What follows belongs to an exercise in optimizing a design on an open flow for small area and a short achievable clock period; a production flow would make more cautious choices. At most, simulation tests tie the RTL to the original design; equivalence was not proved. For run 2, only the layout was checked, not whether the RTL still works. Power is estimated from default activity; no workload was simulated.

==> flow/design.v, too long to show whole: its modules and the start of the top module <==
// module my_fir: 2665 lines
// module fa_: 4 lines
// module anb_: 3 lines
// module ha_: 4 lines
// module or2_: 3 lines
// module orn_: 3 lines
// module padd_: 75 lines
// module x2_: 3 lines
// module cpa_: 115 lines
module my_fir
#(parameter F=10)
(
input logic                clk,
input logic                rst,
input logic signed  [15:0] filter_in,
output logic signed [31:0] filter_out
    );
  // ...
==> flow/flow/run.sh <==
#!/bin/bash
# Standard layout, but the port buffers inserted before placement are plain
# buffers (buf_2) instead of the resizer's default delay cell; everything
# else is the standard flow (standard.sh).
export BUFFER_PORTS_ARGS="-buffer_cell sky130_fd_sc_hd__buf_2"
bash standard.sh > standard.log 2>&1
status=$?
cp standard.sh my_standard_copy.sh.txt 2>/dev/null
exit $status
==> flow/standard.sh <==
#!/bin/bash
# synth_recipe.tcl (not shown) runs the flow's synth.tcl, then flattens the netlist and writes it again
# the make line also repeats each setting of config.mk as NAME=value (left out here)
make -C /OpenROAD-flow-scripts/flow DESIGN_CONFIG=/design/flow/config.mk WORK_HOME=/design/flow/orfs CLKGATE_MAP_FILE= SYNTH_SCRIPT=/design/flow/synth_recipe.tcl "${@:-finish}"
==> flow/config.mk <==
export PLATFORM = sky130hd
export DESIGN_NAME = my_fir
export DESIGN_NICKNAME = my_fir
export VERILOG_FILES = /design/flow/design.v
export SDC_FILE = /design/flow/constraint.sdc
export NUM_CORES = 4
export LEC_CHECK = 0
export ABC_CLOCK_PERIOD_IN_PS = 2600
export CAP_MARGIN = 20
export CORE_MARGIN = 2
export CORE_UTILIZATION = 66
export CTS_CLUSTER_DIAMETER = 100
export CTS_CLUSTER_SIZE = 24
export PLACE_DENSITY = 0.8
export SETUP_SLACK_MARGIN = 4.1
export SLEW_MARGIN = 20
export SYNTH_HIERARCHICAL = 1
==> flow/constraint.sdc <==
create_clock -name core_clock -period 6.5 [get_ports {clk}]
set_input_delay 1.3000 -clock core_clock [delete_from_list [all_inputs] [get_ports {clk}]]
set_output_delay 1.3000 -clock core_clock [all_outputs]
set_load 0.01 [all_outputs]
==> results.toml, run 1 <==
[status]
outcome = "complete, no violations"

[logic_synthesis]
syn-mean-instance-area_um2 = 17.2
yosysTopAreaCellShare_pct = 43.8
synth_top_family_by_area = "adder cells"
synthAdderAreaFrac_pct = 41.9
synth.top_cells.by_area = "dfrtp_1 (44%), fa_1 (38%), dfstp_2 (4.9%), ha_1 (3.7%), inv_1 (2.6%)"

[power_and_ir_drop]
power-top-group = "combinational logic"
power_frac_comb_pct = 52.5
pg_comb_mw = 12.1

[die]
io_pins = 50
fp.dieW_um = 246

[sta]
final.min_clock_period_ns = 2.47
max_freq_mhz = 404

[setup_path]
critPathCapture = "filter_out[26]"

[route]
route.met3.wl_um = 10400

[placement]
io_buffers = 49
place_ws_ns = 3.44

[layout]
n_clock_buffer = 51
multiInputGateArea_um2 = 18900
antenna_cells = 3
clkCellAreaFrac_pct = 2.69
fillCellCount = 3479

[global_route]
top_usage_layer = "met2"
grt_pass1_wl_um = 141000

[min_path]
min_from = "d[13][13]$_DFF_PP0_"
==> run 2, diff against run 1 <==
--- a/flow/design.v
+++ b/flow/design.v
@@ -371,16 +371,17 @@
 logic h_4323;
 logic h_4324;
 logic h_4325;
 logic h_4326;
 logic h_4327;
 logic h_4328;
 logic [21:0] q;
 logic qs;    
+logic qs2;   
 always @(posedge clk, posedge rst)
   if (rst) begin
     for (int i = 0; i < 16; i++) d[i] <= '0;
     pr2 <= 17'd0;
     pr3 <= 17'd0;
     pr4 <= 17'd0;
     pr5 <= 17'd0;
     pr6 <= 17'd0;
@@ -749,19 +750,21 @@
     h_4323 <= 1'b0;
     h_4324 <= 1'b0;
     h_4325 <= 1'b0;
     h_4326 <= 1'b0;
     h_4327 <= 1'b0;
     h_4328 <= 1'b0;
     q <= '0;
     qs <= 1'b0;
+    qs2 <= 1'b0;
   end else begin
     d[0] <= filter_in;
     qs <= sdup_;
+    qs2 <= sdup2_;
     for (int i = 1; i < 16; i++) d[i] <= d[i-1];
     pr2 <= pr2_d;
     pr3 <= pr3_d;
     pr4 <= pr4_d;
     pr5 <= pr5_d;
     pr6 <= pr6_d;
     pr7 <= pr7_d;
     r0_2540 <= g692;
@@ -2653,20 +2656,21 @@
 wire s4276, c4277;
 fa_ us4276 (r1_3944, ~r1_3945, c4269, s4276, c4277);
 wire s4280, c4281;
 fa_ us4280 (~r1_3946, r1_3947, r1_3948, s4280, c4281);
 wire s4284, c4285;
 fa_ us4284 (r1_3949, ~r1_3950, c4281, s4284, c4285);
 wire [8:0] lsum_ = {1'b0, ~s4068, ~s4060, ~r1_3860, ~r1_3858, ~r1_3857, ~r1_3855, ~r1_3854, ~r1_3852} + {1'b0, 1'b0, 1'b0, ~r1_3861, ~r1_3859, 1'b0, ~r1_3856, 1'b0, ~r1_3853};
 wire [21:0] acc_;
-wire pt_, gt_, sdup_;
+wire pt_, gt_, sdup_, sdup2_;
 cpa_ ucpa_ ({lc_, h_4328, h_4326, h_4324, h_4321, h_4319, h_4316, h_4314, h_4311, h_4309, h_4307, h_4304, h_4302, h_4300, h_4298, h_4296, h_4294, h_4290, h_4327, h_4325, h_4323, h_4322, h_4320, h_4318, h_4317, h_4315, h_4313, h_4312, h_4310, h_4308, h_4306, h_4305, h_4303, h_4301, h_4299, h_4297, h_4295, h_4293, h_4292, h_4291, h_4289, h_4288}, acc_, pt_, gt_);
 x2_ usdup_ (pt_, gt_, sdup_);
-assign filter_out = {{5{qs}}, {5{q[21]}}, q};
+x2_ usdup2_ (pt_, gt_, sdup2_);
+assign filter_out = {{4{qs2}}, {3{qs}}, {3{q[21]}}, q};
 endmodule
 module fa_ (input logic a, input logic b, input logic c, output logic s, output logic co);
 assign s = a ^ b ^ c;
 assign co = (a & b) | (a & c) | (b & c);
 endmodule
 module anb_ (input logic a, input logic b, output logic y);
 assign y = ~a & b;
 endmodule
==> flow/config.mk (replaced) <==
export PLATFORM = sky130hd
export DESIGN_NAME = my_fir
export DESIGN_NICKNAME = my_fir
export VERILOG_FILES = /design/flow/design.v
export SDC_FILE = /design/flow/constraint.sdc
export NUM_CORES = 4
export LEC_CHECK = 0
export ABC_CLOCK_PERIOD_IN_PS = 2600
export CAP_MARGIN = 20
export CORE_MARGIN = 2
export CORE_UTILIZATION = 60
export CTS_CLUSTER_DIAMETER = 100
export CTS_CLUSTER_SIZE = 24
export PLACE_DENSITY = 0.75
export SETUP_SLACK_MARGIN = 4.1
export SLEW_MARGIN = 20
export SYNTH_HIERARCHICAL = 1
==> results.toml, run 2 <==
[sta]
slew_viol_final = 0
layout_setup_ws_ns = 4.02
max_slew_margin_pct = 39.1
hold_violations = 0
fin_skew_ns = 0.0398
worstMarginPinSlew_ns = 0.914
setup_viol = 0
rsz0062_at_grt = "true"
fin_crit_sh_pct = 38.1
timing.setup.tns_ns = 0
max_freq_mhz = 404
final.min_clock_period_ns = 2.48

[power_and_ir_drop]
power_frac_comb_pct = 51.8
seq_power_share_pct = 36.3
p_sw_share_pct = 40.8
p_switching_mw = 9.30
leakage_nw = 18.2
clkPwrFrac_pct = 12.0
p_int_mw = 13.5
max-vdd-ir-drop_mv = 0.274
p_per_area_nw_per_um2 = 546

[layout]
final_common_cell = "fa_1"
final_cells = 3236
largestRegisters = "d: 256 flops, q: 22 flops"
largest_register = "d"
layout-drive-gt1-share_pct = 15.5
syn_to_final_growth_pct = 8.28
nNetsFinal = 3229
mostFrequentLayoutCells = "fa_1 (731), dfrtp_1 (566), inv_1 (261), ha_1 (109), dfrtp_2 (103)"
multiInputGateArea_um2 = 18900
fillCellCount = 4293
seq_area_um2 = 19000
largest_reg_flops = 256

[placement]
place_ws_ns = 3.50
hpwl_um = 74000
io_buffers = 49
gp_congestion = 0.967
placed_cells = 3134

[global_route]
grt_pass1_wl_um = 140000
grt_max_degree = 157
grt_overflow = 0
grt_pass1_vias = 21139
antenna_found_initial = 2
grtUsageTotal_pct = 30.2

[route]
ant_nets = 0
wl_per_cell_um = 29.0
drt_wl_total_um = 94000
drt_iter0_markers = 1456
vias = 18103
vias_per_cell = 5.59
route.detailed.drc = 0
dr.pass1.iters = 5

[logic_synthesis]
seq_area_frac_synth_pct = 48.8
synth_cells = 2244
ys_async_sr_fraction_pct = 100
synth_ff_type = "dfrtp_1"
synth_edf_count = 0
ys_warn_count = 9
synth.most_common_cell = "fa_1"
ys_types = 43
synthesis.nets = 3111
yosysTopAreaCellShare_pct = 43.8
ys_ff_latch = 748
synth_commonest_cells = "fa_1 (736), dfrtp_1 (676), inv_1 (264), ha_1 (113), dfstp_2 (72)"
synth_largest_area_cell = "dfrtp_1"
syn_area_um2 = 38600
syn-mean-instance-area_um2 = 17.2
synth.top_cells.by_area = "dfrtp_1 (44%), fa_1 (38%), dfstp_2 (4.9%), ha_1 (3.7%), inv_1 (2.6%)"

[setup_path]
crit_family = "flip-flops"
end_kind = "primary output"
cp.arrival_ns = 1.18
path_cells = "buf_2"
startpoint_type = "flop"
crit_required_ns = 5.20
crit_fanout = 4
crit_type = "reg2out"
worst_path_max_delay_cell = "dfrtp_1"
max_stage_delay_ns = 0.41
cp_num_buf_inv = 1

[die]
start_util_pct = 60.9
rows = 92
io_pins = 50
die_h_um = 258
die_area_um2 = 66300
core_area_um2 = 63300
fp.dieW_um = 258

[clock_tree]
cts_tree = "yes"
htree_num_levels = 2
clk_latency_ns = 0.62
path_clk_slew_ns = 0.09
cts_sinks = 748
clock_path_buffers = 3
root_buffer = "clkbuf_16"
cts_buffers = 39
cts_hold_buf = 0

[job]
maxCapViolations = 0

[min_path]
hold_path_class = "reg2reg"

[status]
outcome = "complete, no violations"
[run 2: cell type report]
cell class	instances	share of cell area [%]
Clock inverter	7	0.291
Sequential cell	748	45.4
Multi-Input combinational cell	1216	45.1
Timing Repair Buffer	93	1.71
Antenna cell	1	0.00599
Tap cell	846	2.53
Inverter	264	2.39
Clock buffer	61	2.53
[run 2: per-stage QoR]
| step | util [%] | hold slack (ns) | instance area [µm²] | total power, mW |
|---|---|---|---|---|
| 3_5_place_dp | 63.1 | 0.335 | 39900 | 20.2 |
| 5_1_grt | 66.0 | 0.344 | 41800 | 25.0 |
| 3_3_place_gp | 63.1 | 0.331 | 39900 | 19.6 |
| 4_1_cts | 65.4 | 0.335 | 41400 | 23.0 |
| 6_report | 66.0 | 0.334 | 41800 | 22.8 |
| 2_1_floorplan | - | 0.331 | 38600 | 15.6 |
[run 2: path summary, 6_finish.rpt]
kind                                   startpoint                end  slack (ns)  depth (start not counted)
worst max-delay path              q[21]$_DFF_PP0_     filter_out[23]        4.02                          1
worst min register to register  r1_3952$_DFF_PP0_   h_4325$_DFF_PP0_        0.33                          0
min in group asynchronous                     rst   h_4304$_DFF_PP0_        0.73                          2
worst max register to register  d[7][0]$_DFF_PP0_   pr7[9]$_DFF_PP0_        4.08                          9
max in group asynchronous                     rst  d[1][3]$_DFF_PP0_        4.35                          4
worst min-delay path            r1_3952$_DFF_PP0_   h_4325$_DFF_PP0_        0.33                          0
[run 2: logic make-up (layout without fill, tap and decap cells)]
logic type | Yosys count | count (layout) | synth area share [%]
simple gates | 141 | 141 | 2.02
xor+xnor | 91 | 91 | 2.07
fa+ha+maj | 849 | 849 | 41.9
compound gates | 135 | 135 | 2.43
buf+inv | 280 | 425 | 2.88
other cells | 0 | 1 | 0
flops | 748 | 748 | 48.8
[run 2: Yosys stat by module, one instance, submodules excluded]
| module | flip-flops and latches | times used |
|---|---|---|
| ha_ | 0 | 2 |
| cpa_ | 0 | 1 |
| x2_ | 0 | 36 |
| my_fir | 748 | 1 |
| padd_ | 0 | 6 |
| orn_ | 0 | 3 |
| or2_ | 0 | 28 |
| fa_ | 0 | 680 |
| anb_ | 0 | 2 |
[run 2: worst register-to-register path: stages (launching register included)]
cell,delay [ns]
dfrtp_4,0.43
ha_1,0.14
inv_1,0.05
fa_2,0.39
nand2b_1,0.22
a21oi_2,0.26
nand2b_1,0.20
a21boi_1,0.11
fa_1,0.40
xnor2_1,0.14
[run 2: routing by layer]
layer | part of all wire (%) | vias to the layer above | global-route usage (%) | wire length [µm]
met5 | 0 | - | 0 | 0
met1 | 41 | 10230 | 43.9 | 38400
met2 | 49 | 611 | 47.6 | 45800
met3 | 7.6 | 135 | 6.76 | 7110
met4 | 2.8 | 0 | 7.55 | 2600
li1 | - | 7127 | - | -
[run 2: power groups by stage]
| stage | Clock [mW] | Sequential [mW] | Combinational, mW |
|---|---|---|---|
| 6_report | 2.73 | 8.27 | 11.8 |
| 5_1_grt | 2.97 | 8.44 | 13.6 |
| 4_1_cts | 2.79 | 8.27 | 11.9 |
| 3_5_place_dp | 0 | 8.35 | 11.8 |
| 3_3_place_gp | 0 | 8.29 | 11.3 |
| 2_1_floorplan | 0 | 7.80 | 7.83 |
[run 2: what timing repair did]
item | in CTS | in global routing
cloned | 0 | 1
gates resized for setup | 109 | 55
pin swaps | 5 | 15
setup buffers | 15 | 17
endpoints found under the setup margin | 204 | 388

[separate check: timing with driven ports]
No port has a modelled driver above. Below, the same layouts with a new extraction and two added sets of constraints.
Step 1 sets driving cells, clkbuf_16 on the clock port and buf_2 on the other inputs (assumed; they add their load-dependent delay and slew).
Step 2, shift: input delay + t, output delay - t, t = (earliest + latest rising clock arrival at the registers) / 2. This alone moves slack from input paths to output paths.
a / b / c = ideal / step 1 / step 2; a / b = the first two.
run | t, ns | slack for setup (ns) | worst setup path after step 2 | worst register clock-pin slew, ns
run 1 | 0.662 | 4.027 / 3.963 / 3.700 | input, reset recovery | 0.11 / 0.11
run 2 | 0.665 | 4.024 / 3.963 / 3.722 | input, reset recovery | 0.10 / 0.10
After both steps every run listed still meets setup and hold. The setup slack of run 1, which loses most, moves by -0.064 ns with the drivers and by -0.327 ns with both steps. The worst setup slack also covers recovery checks on asynchronous resets.
